Background: an optimization exercise with open tools, aiming at small area. Do not read the settings as production practice. Where RTL was checked, it was by simulation tests only, not by an equivalence proof against the original. No driver is modelled on the clock port, so clock power and skew are understated where the tree is cut down; a real chip needs a root buffer or a tree. Power figures rest on the tool's default switching activity, not on a simulated workload.

==> garnet: inputs <==
Design ir_encoder, start of the top module:
module ir_encoder (
    input wire rst,         
    input wire clk,         
    input wire [31:0] cmd,  
    input wire valid,       
    output reg ready,       
    output reg ir_output    
);
localparam [8:0] CC_P = 9'h155;    
localparam [8:0] CC_E = 9'h1d9;    
localparam [8:0] CC_K = 9'h1db;    
reg  [8:0] ccq;
reg        car;
wire [8:0] cc     = ccq ^ CC_P;
wire       cc_end = ((cc ^ CC_E) & CC_K) == 9'd0;
always @(posedge clk or posedge rst) begin
    if (rst) begin
        ccq <= 9'd0;
        car <= 1'b0;
    end else begin
        ccq <= cc_end ? 9'd0 : ({cc[7:0], cc[8] ^ cc[4]} ^ CC_P);
        if (cc_end) car <= ~car;
    end
end
localparam [16:0] M_P  = 17'h15555;   
localparam [16:0] M_S0 = 17'd69568;
localparam [16:0] E_START = 17'd92158, K_START = 17'h1bfff;  
localparam [16:0] E_SHORT = 17'd5462,  K_SHORT = 17'h1db1e;  
localparam [16:0] E_LONG  = 17'd99312, K_LONG  = 17'h1dbbf;  
localparam [16:0] E_GAP   = 17'd50310, K_GAP   = 17'h1ddef;  
reg  [16:0] mq;
wire [16:0] m = mq ^ M_P;
reg        mod, st, gap;
reg [32:0] q;                    
wire last  = &q[32:1];           
wire bitv  = ~q[0] & ~last;
wire jdone = q[3] & ~q[2];       
wire t_start = ((m ^ E_START) & K_START) == 17'd0;
wire t_short = ((m ^ E_SHORT) & K_SHORT) == 17'd0;
wire t_long  = ((m ^ E_LONG)  & K_LONG)  == 17'd0;
wire t_gap   = ((m ^ E_GAP)   & K_GAP)   == 17'd0;
wire t  = st ? t_start : gap ? t_gap : (mod | ~bitv) ? t_short : t_long;
wire sh = t & ~mod & ~st;        
wire        sa     = ~ready & sh;
wire        ho     = ~ready & ~sh;
  ...
==> module ir_encoder, before the edit <==
module ir_encoder (
    input wire rst,         
    input wire clk,         
    input wire [31:0] cmd,  
    input wire valid,       
    output reg ready,       
    output reg ir_output    
);
localparam [8:0] CC_P = 9'h155;    
localparam [8:0] CC_E = 9'h1d9;    
localparam [8:0] CC_K = 9'h1db;    
reg  [8:0] ccq;
reg        car;
wire [8:0] cc     = ccq ^ CC_P;
wire       cc_end = ((cc ^ CC_E) & CC_K) == 9'd0;
always @(posedge clk or posedge rst) begin
    if (rst) begin
        ccq <= 9'd0;
        car <= 1'b0;
    end else begin
        ccq <= cc_end ? 9'd0 : ({cc[7:0], cc[8] ^ cc[4]} ^ CC_P);
        if (cc_end) car <= ~car;
    end
end
localparam [16:0] M_P  = 17'h15555;   
localparam [16:0] M_S0 = 17'd69568;
localparam [16:0] E_START = 17'd92158, K_START = 17'h1bfff;  
localparam [16:0] E_SHORT = 17'd5462,  K_SHORT = 17'h1db1e;  
localparam [16:0] E_LONG  = 17'd99312, K_LONG  = 17'h1dbbf;  
localparam [16:0] E_GAP   = 17'd50310, K_GAP   = 17'h1ddef;  
reg  [16:0] mq;
wire [16:0] m = mq ^ M_P;
reg        mod, st, gap;
reg [32:0] q;                    
wire last  = &q[32:1];           
wire bitv  = ~q[0] & ~last;
wire jdone = q[3] & ~q[2];       
wire t_start = ((m ^ E_START) & K_START) == 17'd0;
wire t_short = ((m ^ E_SHORT) & K_SHORT) == 17'd0;
wire t_long  = ((m ^ E_LONG)  & K_LONG)  == 17'd0;
wire t_gap   = ((m ^ E_GAP)   & K_GAP)   == 17'd0;
wire t  = st ? t_start : gap ? t_gap : (mod | ~bitv) ? t_short : t_long;
wire sh = t & ~mod & ~st;        
wire        sa     = ~ready & sh;
wire        ho     = ~ready & ~sh;
wire [32:0] q_sh   = {~(gap & q[0]), q[32:1]};
wire [32:0] q_keep = ~(({33{sa}} & q_sh) | ({33{ho}} & q));
always @(posedge clk or posedge rst) begin
    if (rst) begin
        ready     <= 1'b1;
        ir_output <= 1'b0;
    end else begin
        ready     <= ready ? ~valid : (gap & t & jdone);
        ir_output <= mod & car;
    end
end
always @(posedge clk) begin
    mq  <= ((ready | t) ? M_S0 : {m[15:0], m[16] ^ m[2]}) ^ M_P;
    mod <= ready ? valid : (t ? (~mod & ~gap & (st | ~last)) : mod);
    st  <= ready | (st & ~(t & ~mod));
    gap <= ~ready & (gap | (t & ~st & ~mod & last));
    q   <= ~(({33{~ready}} | {1'b1, cmd}) & q_keep);
end
endmodule
clock: 40.0 ns
lec_check: 0
cap_margin: 20
core_margin: 2
core_utilization: 40
place_density: 0.6
slew_margin: 20
run.sh (not shown) runs the stock make flow with config.mk's settings and CLKGATE_MAP_FILE= SYNTH_SCRIPT=/design/flow/synth_recipe.tcl, a recipe that flattens the netlist after the stock synthesis.
==> harbor (differences from garnet) <==
--- a/flow/design.v
+++ b/flow/design.v
@@ -46,3 +46,15 @@
 wire [32:0] q_sh   = {~(gap & q[0]), q[32:1]};
-wire [32:0] q_keep = ~(({33{sa}} & q_sh) | ({33{ho}} & q));
+wire        nready = ~ready;
+wire [32:0] q_nx;
+genvar i;
+generate
+    for (i = 0; i < 33; i = i + 1) begin : g_r
+        ir_encoder_rbit u_rbit (
+            .nready(nready), .sa(sa), .ho(ho),
+            .ld(i == 32 ? 1'b1 : cmd[i % 32]),
+            .sh_in(q_sh[i]), .hold_in(q[i]),
+            .q_nx(q_nx[i])
+        );
+    end
+endgenerate
 always @(posedge clk or posedge rst) begin
@@ -61,4 +73,15 @@
     gap <= ~ready & (gap | (t & ~st & ~mod & last));
-    q   <= ~(({33{~ready}} | {1'b1, cmd}) & q_keep);
+    q   <= q_nx;
 end
 endmodule
+module ir_encoder_rbit (
+    input  wire nready,
+    input  wire sa,
+    input  wire ho,
+    input  wire ld,
+    input  wire sh_in,
+    input  wire hold_in,
+    output wire q_nx
+);
+    assign q_nx = ~((nready | ld) & ~((sa & sh_in) | (ho & hold_in)));
+endmodule
==> flow/flow/run.sh (new file) <==
#!/bin/bash
set -euo pipefail
export BUFFER_PORTS_ARGS="-buffer_cell sky130_fd_sc_hd__buf_1"
export CTS_ARGS="-sink_clustering_enable -repair_clock_nets -dont_use_dummy_load -buf_list {sky130_fd_sc_hd__clkbuf_2 sky130_fd_sc_hd__clkbuf_4} -root_buf sky130_fd_sc_hd__clkbuf_4"
bash standard.sh > standard.log 2>&1
==> flow/standard.sh (new file) <==
#!/bin/bash
# synth_recipe.tcl (not shown) runs the flow's synth.tcl, then flattens the netlist and writes it again
# the make line also repeats each setting of config.mk as NAME=value (left out here)
make -C /OpenROAD-flow-scripts/flow DESIGN_CONFIG=/design/flow/config.mk WORK_HOME=/design/flow/orfs CLKGATE_MAP_FILE= SYNTH_SCRIPT=/design/flow/synth_recipe.tcl "${@:-finish}"
Settings changed: SYNTH_HIERARCHICAL from default to 1.
removed: flow/run.sh
==> qor summary <==
metric                                                                         harbor                     garnet
Worst r2r src                                                                   mq[2]                      q[17]
Count of mapped cells out of synthesis                                            218                        238
Share of layout cells above drive strength 1                                    0.122                     0.0890
GR Util met1                                                                    0.220                      0.207
Seq group                                                                   0.0650 mW                  0.0934 mW
Violation count after the first detailed-routing iteration                        156                         65
Total length of routed met3 wires                                              278 µm                     273 µm
All-Layer GR Usage                                                              0.164                      0.158
Clock root buffer master                                    sky130_fd_sc_hd__clkbuf_4  sky130_fd_sc_hd__clkbuf_8
Largest voltage drop on the vdd net                                           15.0 µV                    28.9 µV
Run status                                                             finished clean             finished clean
First-pass detailed-route iteration total                                           5                         23
Per-instance average area after synthesis                                    10.9 µm²                   11.3 µm²
Part of the Yosys area used for sequential elements                             0.579                      0.512
Sequential share of cell area                                                   0.510                      0.416
Die height                                                                    81.0 µm                    85.9 µm
WL met2                                                                       2040 µm                    2320 µm
Min-Delay Startpoint                                                           ccq[5]                     mq[13]
Largest net degree at the start of global routing                                  34                         36
For garnet, only the layout was checked, not whether the RTL still works.

* * *

==> ember <==
==> flow/design.v <==
module ir_encoder (
    input wire rst,         
    input wire clk,         
    input wire [31:0] cmd,  
    input wire valid,       
    output wire ready,      
    output reg ir_output    
);
localparam [8:0] CC_X = 9'd37;
localparam [8:0] CC_K = 9'h1f6;    
localparam [8:0] CC_R = 9'd75;     
reg  [8:0] cc;
reg        car;
wire       cc_end = ((cc ^ CC_X) & CC_K) == 9'd0;
always @(posedge clk or posedge rst) begin
    if (rst) begin
        cc  <= CC_R;
        car <= 1'b0;
    end else begin
        cc  <= {cc[7:0], cc[8] ^ cc[3] ^ cc_end};
        car <= car ^ cc_end;
    end
end
localparam [16:0] M_P  = 17'h15555;   
localparam [16:0] M_S0 = 17'd69568;
localparam [16:0] E_START = 17'd92158, K_START = 17'h1bfff;  
localparam [16:0] E_SHORT = 17'd5462,  K_SHORT = 17'h1db1e;  
localparam [16:0] E_LONG  = 17'd99312, K_LONG  = 17'h1dbbf;  
localparam [16:0] E_GAP   = 17'd50310, K_GAP   = 17'h1ddef;  
reg  [16:0] mq;
wire [16:0] m = mq ^ M_P;
reg        mod, st, gap;
assign ready = st & gap;
reg [32:0] q;                    
wire last  = ~|q[32:1];          
wire bitv  = ~q[0];              
wire jdone = ~q[3] & q[2];       
wire t_start = ((m ^ E_START) & K_START) == 17'd0;
wire t_short = ((m ^ E_SHORT) & K_SHORT) == 17'd0;
wire t_long  = ((m ^ E_LONG)  & K_LONG)  == 17'd0;
wire t_gap   = ((m ^ E_GAP)   & K_GAP)   == 17'd0;
wire t  = (st & ~gap) ? t_start : gap ? t_gap : (mod | ~bitv) ? t_short : t_long;
wire sh = t & ~mod & ~st;        
wire [1:0]  sa, ho, nready;
wire [32:0] q_sh   = {gap & ~q[0], q[32:1]};
wire [32:0] q_nx;
genvar i;
generate
    for (i = 0; i < 2; i = i + 1) begin : g_sel
        ir_encoder_sel u_sel (.ready(ready), .sh(sh), .sa(sa[i]), .ho(ho[i]), .nready(nready[i]));
    end
    for (i = 0; i < 32; i = i + 1) begin : g_r
        ir_encoder_rbit u_rbit (
            .nready(nready[i / 16]), .sa(sa[i / 16]), .ho(ho[i / 16]),
            .ld(cmd[i]),
            .sh_in(q_sh[i]), .hold_in(q[i]),
            .q_nx(q_nx[i])
        );
    end
endgenerate
assign q_nx[32] = ready | (sa[1] & q_sh[32]) | (ho[1] & q[32]);
wire        m_clr  = ready | t;
wire        m_nclr = ~m_clr;
wire [16:0] m_in   = {m[15:0], m[16] ^ m[2]} ^ M_P;    
wire [16:0] mq_nx;
generate
    for (i = 0; i < 17; i = i + 1) begin : g_m
        if (((M_S0 ^ M_P) >> i) & 1) begin : g_set
            ir_encoder_stage1 u_st (.nclr(m_nclr), .dn(~m_in[i]), .y(mq_nx[i]));
        end else begin : g_rst
            ir_encoder_stage0 u_st (.clr(m_clr), .dn(~m_in[i]), .y(mq_nx[i]));
        end
    end
endgenerate
always @(posedge clk or posedge rst) begin
    if (rst) begin
        st        <= 1'b1;
        gap       <= 1'b1;
        ir_output <= 1'b0;
    end else begin
        st        <= ready | (st & ~(t & ~mod)) | (gap & ~mod & t & jdone);
        gap       <= ready ? ~valid : (gap | (t & ~st & ~mod & last));
        ir_output <= mod & car;
    end
end
always @(posedge clk) begin
    mq  <= mq_nx;
    mod <= ready ? valid : (t ? (~mod & ~gap & (st | ~last)) : mod);
    q   <= q_nx;
end
endmodule
module ir_encoder_rbit (
    input  wire nready,
    input  wire sa,
    input  wire ho,
    input  wire ld,
    input  wire sh_in,
    input  wire hold_in,
    output wire q_nx
);
    assign q_nx = ~((nready | ld) & ~((sa & sh_in) | (ho & hold_in)));
endmodule
module ir_encoder_stage0 (
    input  wire clr,
    input  wire dn,
    output wire y
);
    assign y = ~(clr | dn);
endmodule
module ir_encoder_stage1 (
    input  wire nclr,
    input  wire dn,
    output wire y
);
    assign y = ~(nclr & dn);
endmodule
module ir_encoder_sel (
    input  wire ready,
    input  wire sh,
    output wire sa,
    output wire ho,
    output wire nready
);
    assign sa     = ~ready & sh;
    assign ho     = ~ready & ~sh;
    assign nready = ~ready;
endmodule
==> flow/flow/run.sh <==
#!/bin/bash
set -euo pipefail
here=$(pwd)
export PRE_FLOORPLAN_TCL="$here/flow/downsize.tcl"
export POST_CTS_TCL="$here/flow/post_cts.tcl"
export REMOVE_ABC_BUFFERS=1
export BUFFER_PORTS_ARGS="-buffer_cell sky130_fd_sc_hd__buf_1"
export CTS_ARGS="-sink_clustering_enable -repair_clock_nets -dont_use_dummy_load -buf_list {sky130_fd_sc_hd__clkbuf_2 sky130_fd_sc_hd__clkbuf_4} -root_buf sky130_fd_sc_hd__clkbuf_4"
bash standard.sh > standard.log 2>&1
==> flow/flow/downsize.tcl <==
# PRE_FLOORPLAN hook: give every combinational cell from synthesis the
# smallest-area drive strength of its type; repair_design later sizes up
# whatever then needs it. Registers keep their cell types.
set db [ord::get_db]
set block [ord::get_db_block]
set nswap 0
foreach inst [$block getInsts] {
  set master [$inst getMaster]
  set name [$master getName]
  if {![regexp {^(sky130_fd_sc_hd__[a-z0-9]+)_([0-9]+)$} $name -> base drive]} { continue }
  if {[regexp {__(df|edf|sdf|sedf|dl|conb|tap|fill|decap|diode)} $name]} { continue }
  set best $master
  set best_area [expr {[$master getWidth] * [$master getHeight]}]
  foreach d {0 1 2 3 4 6 8 12 16} {
    set cand [$db findMaster "${base}_$d"]
    if {$cand eq "NULL" || $cand eq ""} { continue }
    if {[lsearch -exact $::env(DONT_USE_CELLS) [$cand getName]] >= 0} { continue }
    set a [expr {[$cand getWidth] * [$cand getHeight]}]
    if {$a < $best_area} {
      # same pin names
      set ok 1
      foreach mt [$master getMTerms] { if {[$cand findMTerm [$mt getName]] eq "NULL"} { set ok 0 } }
      if {$ok} { set best $cand; set best_area $a }
    }
  }
  if {$best ne $master} {
    $inst swapMaster $best
    incr nswap
  }
}
puts "downsize.tcl: swapped $nswap cells to smaller drive strengths"
==> flow/flow/mytree.tcl <==
# Clock tree used in place of the one CTS builds: the register clock pins are split
# into K groups by recursive balanced cuts of their locations; each group gets a
# leaf buffer at its centroid, driven straight from the clock port when K <= 4,
# else from one root buffer. All leaves are at the same depth.
proc mytree_split {g k} {
  if {$k <= 1} { return [list $g] }
  set pts {}
  set xmin 1e18; set xmax -1e18; set ymin 1e18; set ymax -1e18
  foreach it $g {
    set b [[$it getInst] getBBox]
    set x [expr {([$b xMin]+[$b xMax])/2}]; set y [expr {([$b yMin]+[$b yMax])/2}]
    lappend pts [list $it $x $y]
    set xmin [expr {min($xmin,$x)}]; set xmax [expr {max($xmax,$x)}]
    set ymin [expr {min($ymin,$y)}]; set ymax [expr {max($ymax,$y)}]
  }
  set idx [expr {($xmax-$xmin) >= ($ymax-$ymin) ? 1 : 2}]
  set pts [lsort -real -index $idx $pts]
  set k1 [expr {$k / 2}]
  set h [expr {int(round(double([llength $pts]) * $k1 / $k))}]
  set a {}; set c {}
  for {set i 0} {$i < [llength $pts]} {incr i} { if {$i < $h} { lappend a [lindex $pts $i 0] } else { lappend c [lindex $pts $i 0] } }
  return [concat [mytree_split $a $k1] [mytree_split $c [expr {$k - $k1}]]]
}
# Replace the clock tree with K leaf buffers driven straight from the clock port.
# Sinks are split into K groups by recursive median cuts of their locations.
proc mytree_build {K bufname rootbuf} {
  set db [ord::get_db]
  set block [ord::get_db_block]
  set port_net [$block findNet clk]
  # collect all register clock pins reachable through existing clock buffers
  set sinks {}
  set bufs {}
  set todo [list $port_net]
  while {[llength $todo]} {
    set net [lindex $todo 0]; set todo [lrange $todo 1 end]
    foreach it [$net getITerms] {
      set inst [$it getInst]
      set mname [[$inst getMaster] getName]
      if {[$it isInputSignal] || [$it getIoType] eq "INPUT"} {
        if {[string match "*clkbuf*" $mname] || [string match "*clkinv*" $mname] || [string match "sky130_fd_sc_hd__buf_*" $mname]} {
          if {[lsearch -exact $bufs $inst] < 0} {
            lappend bufs $inst
            set out [$inst findITerm X]
            if {$out ne "NULL" && $out ne ""} { set on [$out getNet]; if {$on ne "NULL"} { lappend todo $on } }
          }
        } else {
          lappend sinks $it
        }
      }
    }
  }
  # remove old buffers and their output nets
  foreach inst $bufs {
    set out [$inst findITerm X]
    set on [$out getNet]
    foreach it [$inst getITerms] { $it disconnect }
    odb::dbInst_destroy $inst
    if {$on ne "NULL" && $on ne $port_net} { odb::dbNet_destroy $on }
  }
  foreach it $sinks { $it disconnect }
  set groups [mytree_split $sinks $K]
  set m [$db findMaster $bufname]
  set drv_net $port_net
  if {$K > 4} {
    set rm [$db findMaster $rootbuf]
    set rnet [odb::dbNet_create $block "clknet_root"]
    $rnet setSigType CLOCK
    set rinst [odb::dbInst_create $block $rm "clkbuf_root"]
    [$rinst findITerm A] connect $port_net
    [$rinst findITerm X] connect $rnet
    set sx 0; set sy 0
    foreach it $sinks { set b [[$it getInst] getBBox]; set sx [expr {$sx + ([$b xMin]+[$b xMax])/2}]; set sy [expr {$sy + ([$b yMin]+[$b yMax])/2}] }
    $rinst setLocation [expr {int($sx/[llength $sinks])}] [expr {int($sy/[llength $sinks])}]
    $rinst setPlacementStatus PLACED
    set drv_net $rnet
  }
  set k 0
  foreach g $groups {
    set sx 0; set sy 0
    foreach it $g { set b [[$it getInst] getBBox]; set sx [expr {$sx + ([$b xMin]+[$b xMax])/2}]; set sy [expr {$sy + ([$b yMin]+[$b yMax])/2}] }
    set n [llength $g]
    set net [odb::dbNet_create $block "clknet_leaf_$k"]
    $net setSigType CLOCK
    set inst [odb::dbInst_create $block $m "clkbuf_leaf_$k"]
    [$inst findITerm A] connect $drv_net
    [$inst findITerm X] connect $net
    foreach it $g { $it connect $net }
    $inst setLocation [expr {int($sx/$n)}] [expr {int($sy/$n)}]
    $inst setPlacementStatus PLACED
    incr k
  }
  puts "mytree: [llength $bufs] old buffers removed, [llength $sinks] sinks in $K groups of $bufname"
}
==> flow/flow/post_cts.tcl <==
# POST_CTS hook: rebuild the clock tree as one root buffer and six leaf buffers,
# then legalize the new buffers.
source [file join [file dirname [info script]] mytree.tcl]
mytree_build 6 sky130_fd_sc_hd__clkbuf_4 sky130_fd_sc_hd__clkbuf_2
detailed_placement
check_placement -verbose
estimate_parasitics -placement
report_clock_skew
==> flow/standard.sh <==
#!/bin/bash
# synth_recipe.tcl (not shown) runs the flow's synth.tcl, then flattens the netlist and writes it again
# the make line also repeats each setting of config.mk as NAME=value (left out here)
make -C /OpenROAD-flow-scripts/flow DESIGN_CONFIG=/design/flow/config.mk WORK_HOME=/design/flow/orfs CLKGATE_MAP_FILE= SYNTH_SCRIPT=/design/flow/synth_recipe.tcl "${@:-finish}"
==> flow/config.mk <==
export PLATFORM = sky130hd
export DESIGN_NAME = ir_encoder
export DESIGN_NICKNAME = ir_encoder
export VERILOG_FILES = /design/flow/design.v
export SDC_FILE = /design/flow/constraint.sdc
export NUM_CORES = 4
export LEC_CHECK = 0
export CAP_MARGIN = 20
export CORE_MARGIN = 2
export CORE_UTILIZATION = 40
export PLACE_DENSITY = 0.6
export SLEW_MARGIN = 20
export SYNTH_HIERARCHICAL = 1
==> flow/constraint.sdc <==
create_clock -name core_clock -period 40.0 [get_ports {clk}]
set_input_delay 8.0000 -clock core_clock [delete_from_list [all_inputs] [get_ports {clk}]]
set_output_delay 8.0000 -clock core_clock [all_outputs]
set_load 0.01 [all_outputs]
==> inputs of pepper, as changes to ember <==
==> flow/design.v, changed modules only <==
module ir_encoder (
    input wire rst,         
    input wire clk,         
    input wire [31:0] cmd,  
    input wire valid,       
    output wire ready,      
    output reg ir_output    
);
localparam [8:0] CC_X = 9'd37;
localparam [8:0] CC_K = 9'h1f6;    
localparam [8:0] CC_R = 9'd75;     
reg  [8:0] cc;
reg        car;
wire       cc_end = ((cc ^ CC_X) & CC_K) == 9'd0;
always @(posedge clk or posedge rst) begin
    if (rst) begin
        cc  <= CC_R;
        car <= 1'b0;
    end else begin
        cc  <= {cc[7:0], cc[8] ^ cc[3] ^ cc_end};
        car <= car ^ cc_end;
    end
end
localparam [16:0] M_P  = 17'h15555;   
localparam [16:0] M_S0 = 17'd69568;
localparam [16:0] E_START = 17'd92158, K_START = 17'h1bfff;  
localparam [16:0] E_SHORT = 17'd5462,  K_SHORT = 17'h1db1e;  
localparam [16:0] E_LONG  = 17'd99312, K_LONG  = 17'h1dbbf;  
localparam [16:0] E_GAP   = 17'd50310, K_GAP   = 17'h1ddef;  
reg  [16:0] mq;
wire [16:0] m = mq ^ M_P;
reg        mod, nst, ngap;         
wire       st  = ~nst;
wire       gap = ~ngap;
assign ready = ~(nst | ngap);
reg [32:0] q;                    
wire last  = ~|q[32:1];          
wire bitv  = ~q[0];              
wire jdone = ~q[3] & q[2];       
wire t_start = ((m ^ E_START) & K_START) == 17'd0;
wire t_short = ((m ^ E_SHORT) & K_SHORT) == 17'd0;
wire t_long  = ((m ^ E_LONG)  & K_LONG)  == 17'd0;
wire t_gap   = ((m ^ E_GAP)   & K_GAP)   == 17'd0;
wire t  = st ? t_start : gap ? t_gap : (mod | ~bitv) ? t_short : t_long;
wire sh = t & ~mod & ~st;        
wire        sa     = sh;
wire        ho     = ~ready & ~sh;
wire [32:0] q_sh   = {gap & ~q[0], q[32:1]};
wire        nready = ~ready;
wire [32:0] q_nx;
genvar i;
generate
    for (i = 0; i < 32; i = i + 1) begin : g_r
        ir_encoder_rbit u_rbit (
            .nready(nready), .sa(sa), .ho(ho),
            .ld(cmd[i]),
            .sh_in(q_sh[i]), .hold_in(q[i]),
            .q_nx(q_nx[i])
        );
    end
endgenerate
assign q_nx[32] = ~nready | (sa & q_sh[32]) | (ho & q[32]);
wire        m_clr  = ready | t;
wire        m_nclr = ~m_clr;
wire [16:0] m_in   = {m[15:0], m[16] ^ m[2]} ^ M_P;    
wire [16:0] mq_nx;
generate
    for (i = 0; i < 17; i = i + 1) begin : g_m
        if (((M_S0 ^ M_P) >> i) & 1) begin : g_set
            ir_encoder_stage1 u_st (.nclr(m_nclr), .dn(~m_in[i]), .y(mq_nx[i]));
        end else begin : g_rst
            ir_encoder_stage0 u_st (.clr(m_clr), .dn(~m_in[i]), .y(mq_nx[i]));
        end
    end
endgenerate
always @(posedge clk or posedge rst) begin
    if (rst) begin
        nst       <= 1'b0;
        ngap      <= 1'b0;
        ir_output <= 1'b0;
    end else begin
        nst       <= ~(ready | (st & ~(t & ~mod)) | (gap & t & jdone));
        ngap      <= ~(ready ? ~valid : (gap | (t & ~st & ~mod & last)));
        ir_output <= mod & car;
    end
end
always @(posedge clk) begin
    mq  <= mq_nx;
    mod <= ready ? valid : (t ? (~mod & ~gap & (st | ~last)) : mod);
    q   <= q_nx;
end
endmodule
// module ir_encoder_sel removed
==> inputs of violet, as changes to ember <==
==> flow/design.v, changed modules only <==
module ir_encoder (
    input wire rst,         
    input wire clk,         
    input wire [31:0] cmd,  
    input wire valid,       
    output reg ready,       
    output reg ir_output    
);
localparam [8:0] CC_X = 9'd37;
localparam [8:0] CC_K = 9'h1f6;    
localparam [8:0] CC_R = 9'd75;     
reg  [8:0] cc;
reg        car;
wire       cc_end = ((cc ^ CC_X) & CC_K) == 9'd0;
always @(posedge clk or posedge rst) begin
    if (rst) begin
        cc  <= CC_R;
        car <= 1'b0;
    end else begin
        cc  <= {cc[7:0], cc[8] ^ cc[3] ^ cc_end};
        car <= car ^ cc_end;
    end
end
localparam [16:0] M_P  = 17'h15555;   
localparam [16:0] M_S0 = 17'd69568;
localparam [16:0] E_START = 17'd92158, K_START = 17'h1bfff;  
localparam [16:0] E_SHORT = 17'd5462,  K_SHORT = 17'h1db1e;  
localparam [16:0] E_LONG  = 17'd99312, K_LONG  = 17'h1dbbf;  
localparam [16:0] E_GAP   = 17'd50310, K_GAP   = 17'h1ddef;  
reg  [16:0] mq;
wire [16:0] m = mq ^ M_P;
reg        mod, st, gap;
reg [32:0] q;                    
wire last  = &q[32:1];           
wire bitv  = ~q[0] & ~last;
wire jdone = q[3] & ~q[2];       
wire t_start = ((m ^ E_START) & K_START) == 17'd0;
wire t_short = ((m ^ E_SHORT) & K_SHORT) == 17'd0;
wire t_long  = ((m ^ E_LONG)  & K_LONG)  == 17'd0;
wire t_gap   = ((m ^ E_GAP)   & K_GAP)   == 17'd0;
wire t  = st ? t_start : gap ? t_gap : (mod | ~bitv) ? t_short : t_long;
wire sh = t & ~mod & ~st;        
wire        sa     = ~ready & sh;
wire        ho     = ~ready & ~sh;
wire [32:0] q_sh   = {~(gap & q[0]), q[32:1]};
wire        nready = ~ready;
wire [32:0] q_nx;
genvar i;
generate
    for (i = 0; i < 32; i = i + 1) begin : g_r
        ir_encoder_rbit u_rbit (
            .nready(nready), .sa(sa), .ho(ho),
            .ld(cmd[i]),
            .sh_in(q_sh[i]), .hold_in(q[i]),
            .q_nx(q_nx[i])
        );
    end
endgenerate
assign q_nx[32] = (sa & q_sh[32]) | (ho & q[32]);
always @(posedge clk or posedge rst) begin
    if (rst) begin
        ready     <= 1'b1;
        ir_output <= 1'b0;
    end else begin
        ready     <= ready ? ~valid : (gap & t & jdone);
        ir_output <= mod & car;
    end
end
always @(posedge clk) begin
    mq  <= ((ready | t) ? M_S0 : {m[15:0], m[16] ^ m[2]}) ^ M_P;
    mod <= ready ? valid : (t ? (~mod & ~gap & (st | ~last)) : mod);
    st  <= ready | (st & ~(t & ~mod));
    gap <= ~ready & (gap | (t & ~st & ~mod & last));
    q   <= q_nx;
end
endmodule
// module ir_encoder_stage0 removed
// module ir_encoder_stage1 removed
// module ir_encoder_sel removed
--- a/flow/config.mk
+++ b/flow/config.mk
@@ -8,6 +8,6 @@
 export CAP_MARGIN = 20
 export CORE_MARGIN = 2
-export CORE_UTILIZATION = 40
-export PLACE_DENSITY = 0.6
+export CORE_UTILIZATION = 60
+export PLACE_DENSITY = 0.8
 export SLEW_MARGIN = 20
 export SYNTH_HIERARCHICAL = 1
==> notes.md <==
Against ember, the synthesized cell count of pepper is smaller by 5.1%.
Between violet and pepper, the lower core utilization is in pepper (gap 23 points).
First-iteration DRC count: ember < pepper < violet.
Sequential share of layout area: pepper < ember < violet.
Design area: violet is larger than ember (about 0.35%).
Between ember and pepper, the lower final cell count is in pepper (gap about 2.5%, measured against pepper).
Critical path depth: violet is lower than ember (2).
Between ember and violet, the lower via count is in ember (gap about 2.5%, measured against violet).
Die area, highest first: ember, pepper, violet.
The highest worst hold slack belongs to ember, the lowest to pepper.
==> figures <==
| item | violet | pepper | ember |
|---|---|---|---|
| Outcome | timing/DRC/antenna clean | timing/DRC/antenna clean | timing/DRC/antenna clean |
| Overall die height | 65.4 um | 78.4 um | 78.8 um |
| Power consumed by combinational cells | 15.4 uW | 15.3 uW | 1.47 uW |
| Crit share post-route | 0.231 | 0.233 | 0.239 |
| Sequential Power Share | 0.689 | 0.685 | 0.701 |
| Count of standard-cell rows | 22 | 27 | 27 |
| Power attributed to the clock group | 25.4 uW | 25.9 uW | 25.9 uW |
| Combined buffer and inverter count along the critical path | 1 | 1 | 2 |
| Peak supply drop | 39.4 uV | 21.9 uV | 21.3 uV |
| Critical Path AT | 1.25 ns | 1.31 ns | 1.54 ns |
| Cell count of the worst reg-to-reg path | 8 | 8 | 9 |
| Worst reg2reg path endpoint | q[28] | q[4] | q[32] |
| Setup slack of the worst register-to-register path | 36.97 ns | 37.17 ns | 36.91 ns |
| Worst slack at placement | 31.22 ns | 31.16 ns | 30.94 ns |
| Clock-pin slew on the worst setup and hold paths | 0.10 ns | 0.11 ns | 0.11 ns |
| Met2 wire len | 2030 um | 2070 um | 2050 um |
| Average wire per cell in the routed design | 14.4 um | 13.7 um | 13.7 um |
| Largest net degree at the start of global routing | 39 | 33 | 18 |
| Inverters, non-clock | 3 | 4 | 4 |
| Sequential power | 90.5 uW | 89.4 uW | 64.1 uW |
| Crit. path cell count | 1 | 2 | 3 |
| Met3 capacity usage during global routing | 0.0428 | 0.0345 | 0.0398 |
The RTL of pepper was laid out without a check of its function. In every run of this note, the design's own scripts or RTL, not TritonCTS, make the clock network.

==> separate check: timing with driven ports <==
The flow's constraints put no driver on any port. The routed layouts listed below were extracted and timed again, unchanged, in two steps. Step 1 assumes that a clkbuf_16 drives the clock port and a buf_2 every other input. Step 2 moves the port delays by t, midway between the first and last clock arrival at a register: inputs arrive t later, outputs are due t later. That takes back most of the time a late clock gives input paths. Slacks: ideal ports / drivers / drivers and shift; pairs: ideal ports / drivers.
run | t (ns) | setup WS [ns] | worst register clock-pin slew, ns | worst slew at a driven data input, ns
garnet | 0.362 | 30.471 / 30.442 / 30.804 | 0.07 / 0.07 | 0.04
harbor | 0.409 | 30.803 / 30.778 / 31.187 | 0.10 / 0.10 | 0.04
ember | 0.450 | 30.458 / 30.433 / 30.882 | 0.11 / 0.11 | 0.04
pepper | 0.461 | 30.692 / 30.666 / 31.127 | 0.11 / 0.11 | 0.03
violet | 0.452 | 30.754 / 30.731 / 31.183 | 0.11 / 0.11 | 0.04
After both steps every run listed still meets setup and hold.
